Background: an optimization exercise with open tools, aiming at small area. Do not read the settings as production practice.
The RTL was checked by simulation tests, not by an equivalence proof against the original design.
Power figures rest on the tool's default switching activity, not on a simulated workload. The flow treats the clock pin as an ideal source, which a real chip does not have.

==> job 6197: inputs <==
==> flow/design.v <==
module apb_ring3 (
  input             clk,
  input      [1:0]  ph,      
  input      [2:0]  wsel,    
  input      [2:0]  rsel,    
  input      [31:0] wdata,
  output            we,
  output            re,
  output     [31:0] port
);
  reg [31:0] s0, s1, s2;
  assign we = (wsel[0] & (ph == 2'd0)) | (wsel[1] & (ph == 2'd1)) | (wsel[2] & (ph == 2'd2));
  assign re = (rsel[0] & (ph == 2'd0)) | (rsel[1] & (ph == 2'd1)) | (rsel[2] & (ph == 2'd2));
  assign port = s2;
  always @(posedge clk) begin
    s0 <= we ? wdata : s2;
    s1 <= s0;
    s2 <= s1;
  end
endmodule
module apb_ring2 (
  input             clk,
  input             ph,
  input      [1:0]  wsel,
  input      [1:0]  rsel,
  input      [31:0] wdata,
  output            we,
  output            re,
  output     [31:0] port
);
  reg [31:0] s0, s1;
  assign we = (wsel[0] & ~ph) | (wsel[1] & ph);
  assign re = (rsel[0] & ~ph) | (rsel[1] & ph);
  assign port = s1;
  always @(posedge clk) begin
    s0 <= we ? wdata : s1;
    s1 <= s0;
  end
endmodule
module iiitb_apb (
  input         clk,
  input         reset,
  input  [7:0]  addr,
  input         data_valid,
  input  [31:0] data,
  input         data_dir,
  input  [31:0] wait_cycle,
  output [31:0] read_out_data,
  output        transaction_done,
  output        tranerr,
  output        slverr
);
  reg        busy;       
  reg  [4:0] cnt;        
  reg        done;
  reg        done_rd;
  reg  [1:0] ph3;        
  reg        ph2;        
  reg [31:0] rdata;      
  wire le19 = ~|wait_cycle[31:5] & (wait_cycle[4:0] <= 5'd19);
  wire inr  = ~|addr[7:5];
  wire last = busy & (le19 ? (cnt == wait_cycle[4:0]) : (cnt == 5'd19));
  assign tranerr          = last & ~le19;
  assign slverr           = last & le19 & ~inr;
  assign transaction_done = done;
  assign read_out_data    = {32{done_rd}} & rdata;
  wire act = busy & le19 & inr;
  wire wr  = act & data_dir;
  wire rd  = act & ~data_dir;
  wire [31:0] dec = 32'd1 << addr[4:0];
  wire [31:0] wsel = {32{wr}} & dec;
  wire [31:0] rsel = {32{rd}} & dec;
  wire [10:0] we, re;
  wire [31:0] port [0:10];
  genvar r;
  generate
    for (r = 0; r < 10; r = r + 1) begin : ring
      apb_ring3 u (
        .clk(clk), .ph(ph3), .wsel(wsel[3*r+2:3*r]), .rsel(rsel[3*r+2:3*r]),
        .wdata(data), .we(we[r]), .re(re[r]), .port(port[r]));
    end
  endgenerate
  apb_ring2 ring10 (
    .clk(clk), .ph(ph2), .wsel(wsel[31:30]), .rsel(rsel[31:30]),
    .wdata(data), .we(we[10]), .re(re[10]), .port(port[10]));
  reg [31:0] rmux;
  integer k;
  always @(*) begin
    rmux = 32'd0;
    for (k = 0; k < 11; k = k + 1)
      rmux = rmux | ({32{re[k]}} & port[k]);
  end
  always @(posedge clk) begin
    busy    <= ~reset & (busy ? ~last : data_valid);
    cnt     <= busy ? cnt + 5'd1 : 5'd30;
    done    <= last & le19;
    done_rd <= last & le19 & ~data_dir;
    ph3     <= ph3[1] ? 2'd0 : ph3 + 2'd1;
    ph2     <= ~ph2;
    if (reset)
      rdata <= 32'd0;
    else if (|re)
      rdata <= rmux;
  end
endmodule
==> flow/flow/run.sh <==
#!/bin/bash
# Layout: the standard ORFS flow (standard.sh), with two changes:
#  - port buffers are the smallest buffer cell (buffer_ports -buffer_cell),
#  - clock tree synthesis without dummy loads and with its own buffer list
#    and sink clustering (CTS_ARGS, read by ORFS's cts.tcl).
# Each tool's output goes to a log file in the work folder.
set -euo pipefail
here=$(cd "$(dirname "$0")" && pwd)
export BUFFER_PORTS_ARGS="$(cat "$here/buffer_ports.args")"
export CTS_ARGS="$(cat "$here/cts.args")"
bash standard.sh finish > flow_standard.log 2>&1
==> flow/flow/buffer_ports.args <==
-buffer_cell sky130_fd_sc_hd__buf_1
==> flow/flow/cts.args <==
-sink_clustering_enable -repair_clock_nets -dont_use_dummy_load -buf_list {sky130_fd_sc_hd__clkbuf_4 sky130_fd_sc_hd__clkbuf_8} -sink_clustering_size 12 -sink_clustering_max_diameter 40
==> flow/standard.sh <==
#!/bin/bash
# synth_recipe.tcl (not shown) runs the flow's synth.tcl, then flattens the netlist and writes it again
# the make line also repeats each setting of config.mk as NAME=value (left out here)
make -C /OpenROAD-flow-scripts/flow DESIGN_CONFIG=/design/flow/config.mk WORK_HOME=/design/flow/orfs CLKGATE_MAP_FILE= SYNTH_SCRIPT=/design/flow/synth_recipe.tcl "${@:-finish}"
==> flow/config.mk <==
export PLATFORM = sky130hd
export DESIGN_NAME = iiitb_apb
export DESIGN_NICKNAME = iiitb_apb
export VERILOG_FILES = /design/flow/design.v
export SDC_FILE = /design/flow/constraint.sdc
export NUM_CORES = 4
export LEC_CHECK = 0
export CAP_MARGIN = 20
export CORE_MARGIN = 2
export CORE_UTILIZATION = 60
export SLEW_MARGIN = 20
==> flow/constraint.sdc <==
create_clock -name core_clock -period 10.0 [get_ports {clk}]
set_input_delay 2.0000 -clock core_clock [delete_from_list [all_inputs] [get_ports {clk}]]
set_output_delay 2.0000 -clock core_clock [all_outputs]
set_load 0.01 [all_outputs]
==> job 7977 (differences from job 6197) <==
==> flow/design.v (replaced) <==
module apb_ring6 (
  input             clk,
  input             wea,
  input             web,
  input      [31:0] wdata,      
  input      [31:0] wdata_n,    
  output     [31:0] porta,      
  output     [31:0] portb       
);
  reg [31:0] s0, s1, s2, s3, s4, s5;
  wire [31:0] s0_d = wea ? wdata : ~s5;
  assign porta = s0_d;
  assign portb = s2;
  always @(posedge clk) begin
    s0 <= s0_d;
    s1 <= s0;
    s2 <= s1;
    s3 <= web ? wdata_n : ~s2;
    s4 <= s3;
    s5 <= s4;
  end
endmodule
module apb_ring2 (
  input             clk,
  input             we,
  input      [31:0] wdata,
  output     [31:0] port
);
  reg [31:0] s0, s1;
  assign port = s1;
  always @(posedge clk) begin
    s0 <= we ? wdata : s1;
    s1 <= s0;
  end
endmodule
module iiitb_apb (
  input         clk,
  input         reset,
  input  [7:0]  addr,
  input         data_valid,
  input  [31:0] data,
  input         data_dir,
  input  [31:0] wait_cycle,
  output [31:0] read_out_data,
  output        transaction_done,
  output        tranerr,
  output        slverr
);
  reg        busy;       
  reg  [4:0] cnt;        
  reg        done;
  reg        done_rd;
  reg  [1:0] ph3;        
  reg        lap;        
  reg        ph2;        
  reg [31:0] rdata;      
  wire le19 = ~|wait_cycle[31:5] & (wait_cycle[4:0] <= 5'd19);
  wire inr  = ~|addr[7:5];
  wire last = busy & (le19 ? (cnt == wait_cycle[4:0]) : (cnt == 5'd19));
  assign tranerr          = last & ~le19;
  assign slverr           = last & le19 & ~inr;
  assign transaction_done = done;
  assign read_out_data    = {32{done_rd}} & rdata;
  wire act = busy & le19 & inr;
  wire wr  = act & data_dir;
  wire rd  = act & ~data_dir;
  wire [31:0] dec = 32'd1 << addr[4:0];
  wire [2:0]  phs = {ph3 == 2'd2, ph3 == 2'd1, ph3 == 2'd0};
  wire [5:0]  at_a = {{3{lap}} & phs, {3{~lap}} & phs};
  wire [5:0]  at_b = {{3{~lap}} & phs, {3{lap}} & phs};
  wire [4:0]  hit_a, hit_b;
  wire [31:0] porta   [0:4];
  wire [31:0] portb   [0:4];
  wire [31:0] data_n = ~data;
  genvar r;
  generate
    for (r = 0; r < 5; r = r + 1) begin : ring
      assign hit_a[r] = |(dec[6*r+5:6*r] & at_a);
      assign hit_b[r] = |(dec[6*r+5:6*r] & at_b);
      apb_ring6 u (
        .clk(clk), .wea(wr & hit_a[r]), .web(wr & hit_b[r]),
        .wdata(data), .wdata_n(data_n),
        .porta(porta[r]), .portb(portb[r]));
    end
  endgenerate
  wire hit2 = (dec[30] & ~ph2) | (dec[31] & ph2);
  wire [31:0] port2;
  apb_ring2 ring2 (.clk(clk), .we(wr & hit2), .wdata(data), .port(port2));
  reg [31:0] rword;
  integer k;
  always @(*) begin
    rword = {32{hit2}} & port2;
    for (k = 0; k < 5; k = k + 1)
      rword = rword | ({32{hit_a[k]}} & porta[k]) | ({32{hit_b[k]}} & portb[k]);
  end
  always @(posedge clk) begin
    busy    <= ~reset & (busy ? ~last : data_valid);
    cnt     <= busy ? cnt + 5'd1 : 5'd30;
    done    <= last & le19;
    done_rd <= last & le19 & ~data_dir;
    ph3     <= ph3[1] ? 2'd0 : ph3 + 2'd1;
    lap     <= lap ^ ph3[1];
    ph2     <= ~ph2;
    if (reset)
      rdata <= 32'd0;
    else if (rd & (|hit_a | |hit_b | hit2))
      rdata <= rword;
  end
endmodule
==> flow/flow/cts.args (replaced) <==
-sink_clustering_enable -repair_clock_nets -dont_use_dummy_load -buf_list {sky130_fd_sc_hd__clkbuf_8 sky130_fd_sc_hd__clkbuf_16} -sink_clustering_size 30 -sink_clustering_max_diameter 80
==> job 1274 (differences from job 6197) <==
==> flow/run.sh (new file) <==
#!/bin/bash
# synth_recipe.tcl (not shown) runs the flow's synth.tcl, then flattens the netlist and writes it again
# the make line also repeats each setting of config.mk as NAME=value (left out here)
make -C /OpenROAD-flow-scripts/flow DESIGN_CONFIG=/design/flow/config.mk WORK_HOME=/design/flow/orfs CLKGATE_MAP_FILE= SYNTH_SCRIPT=/design/flow/synth_recipe.tcl finish
- CORE_UTILIZATION: 60 -> 40
removed: flow/flow/run.sh
removed: flow/flow/buffer_ports.args
removed: flow/flow/cts.args
removed: flow/standard.sh
==> run summary <==
Job 7977 ran to the end with no violations. Job 6197 finished clean. Job 1274 finished with timing, DRC and antenna clean.
Non-clock buffer count: job 1274 is lower than job 6197 (1).
In final area, job 7977 and job 6197 hardly differ.
Die area, highest first: job 1274, job 7977, job 6197.
Of job 1274 and job 7977, job 7977 has the higher synthesized cell count (gap about 18%, measured against job 7977).
Combinational power: job 6197 is smaller than job 7977 (about 1%).
Register-to-register slack, highest first: job 1274, job 6197, job 7977.
Clock skew: job 1274 < job 7977 < job 6197.
Against job 6197, the worst hold slack of job 7977 is lower by 0.0048 ns.
Sequential power is about the same in job 1274 and job 6197.
Via count: job 6197 < job 1274 < job 7977.
Cell count: job 1274 > job 7977 > job 6197.
==> figures <==
quantity	job 6197	job 7977	job 1274
Outcome	finished clean	finished clean	finished clean
Path depth of the worst reg2reg path	5	8	10
Fraction of the mapped netlist area in compound gates	0.06964	0.1002	0.06964
Cell variety after synth	67	68	67
Worst hold start	ring[0].u.s1[27]$_DFF_P_	ring[2].u.s4[21]$_DFF_P_	ring[7].u.s1[14]$_DFF_P_
Met2 GRT Util	0.4221	0.4058	0.2917
Worst flop-to-flop path endpoint	ring[1].u.s0[16]$_DFF_P_	rdata[6]$_SDFFE_PP0P_	rdata[26]$_SDFFE_PP0P_
Multiplexer fraction of the synthesized cell area	0.1379	0.06703	0.1379
Count of buffering cells on the critical path with inverters included	3	2	2
Count of clock buffers in the final design	116	42	146
Effective utilization at floorplan	0.6090	0.6071	0.4056
Detailed-routed wire length on met3	3.691 mm	3.616 mm	3.955 mm
Detail-routed via count per cell	5.747	5.551	5.040
Flip-flop and latch power	0.00425 W	0.00426 W	0.00425 W
Post-synth top area share	0.7330	0.7195	0.7330
Post-layout power	0.006640 W	0.006279 W	0.008410 W
Power density over the cells	209.6 nW/um^2	198.5 nW/um^2	241.4 nW/um^2
Register-to-register path setup slack	6.15 ns	5.36 ns	6.48 ns
Launching point of the worst reg2reg path	busy$_DFF_P_	lap$_DFF_P_	ph3[1]$_SDFF_PP0_
Cells after Synth	1985	2426	1985
Combined global-route utilization of all metal layers	0.2694	0.2602	0.1856
Total number of clock tree sinks	1067	1068	1067
Chip height	224.4 um	226.5 um	273.9 um

==> static timing again, ports no longer ideal <==
The results above use ideal ports. As a check the final layouts listed here were re-extracted and re-timed, cells and wires unchanged. Step 1 sets driving cells, clkbuf_16 on the clock port and buf_2 on the other inputs (assumed; they add their load-dependent delay and slew). Step 2 also shifts input and output timing later by t, the mid clock arrival at the registers, as if the neighbouring blocks saw the same clock. a / b / c = ideal ports / drivers / drivers and shift; a / b = the first two.
run | shift t [ns] | setup slack, ns | worst slew at a driven data input, ns | cell pins on the clock port's net
job 6197 | 0.740 | 3.806 / 3.783 / 3.783 | 0.10 | 1
job 7977 | 0.646 | 3.671 / 3.651 / 3.651 | 0.10 | 1
job 1274 | 0.707 | 3.171 / 3.145 / 3.145 | 0.11 | 1
After both steps every run listed still meets setup and hold. The setup slack of job 1274, which loses most, moves by -0.026 ns with the drivers and by -0.026 ns with both steps.
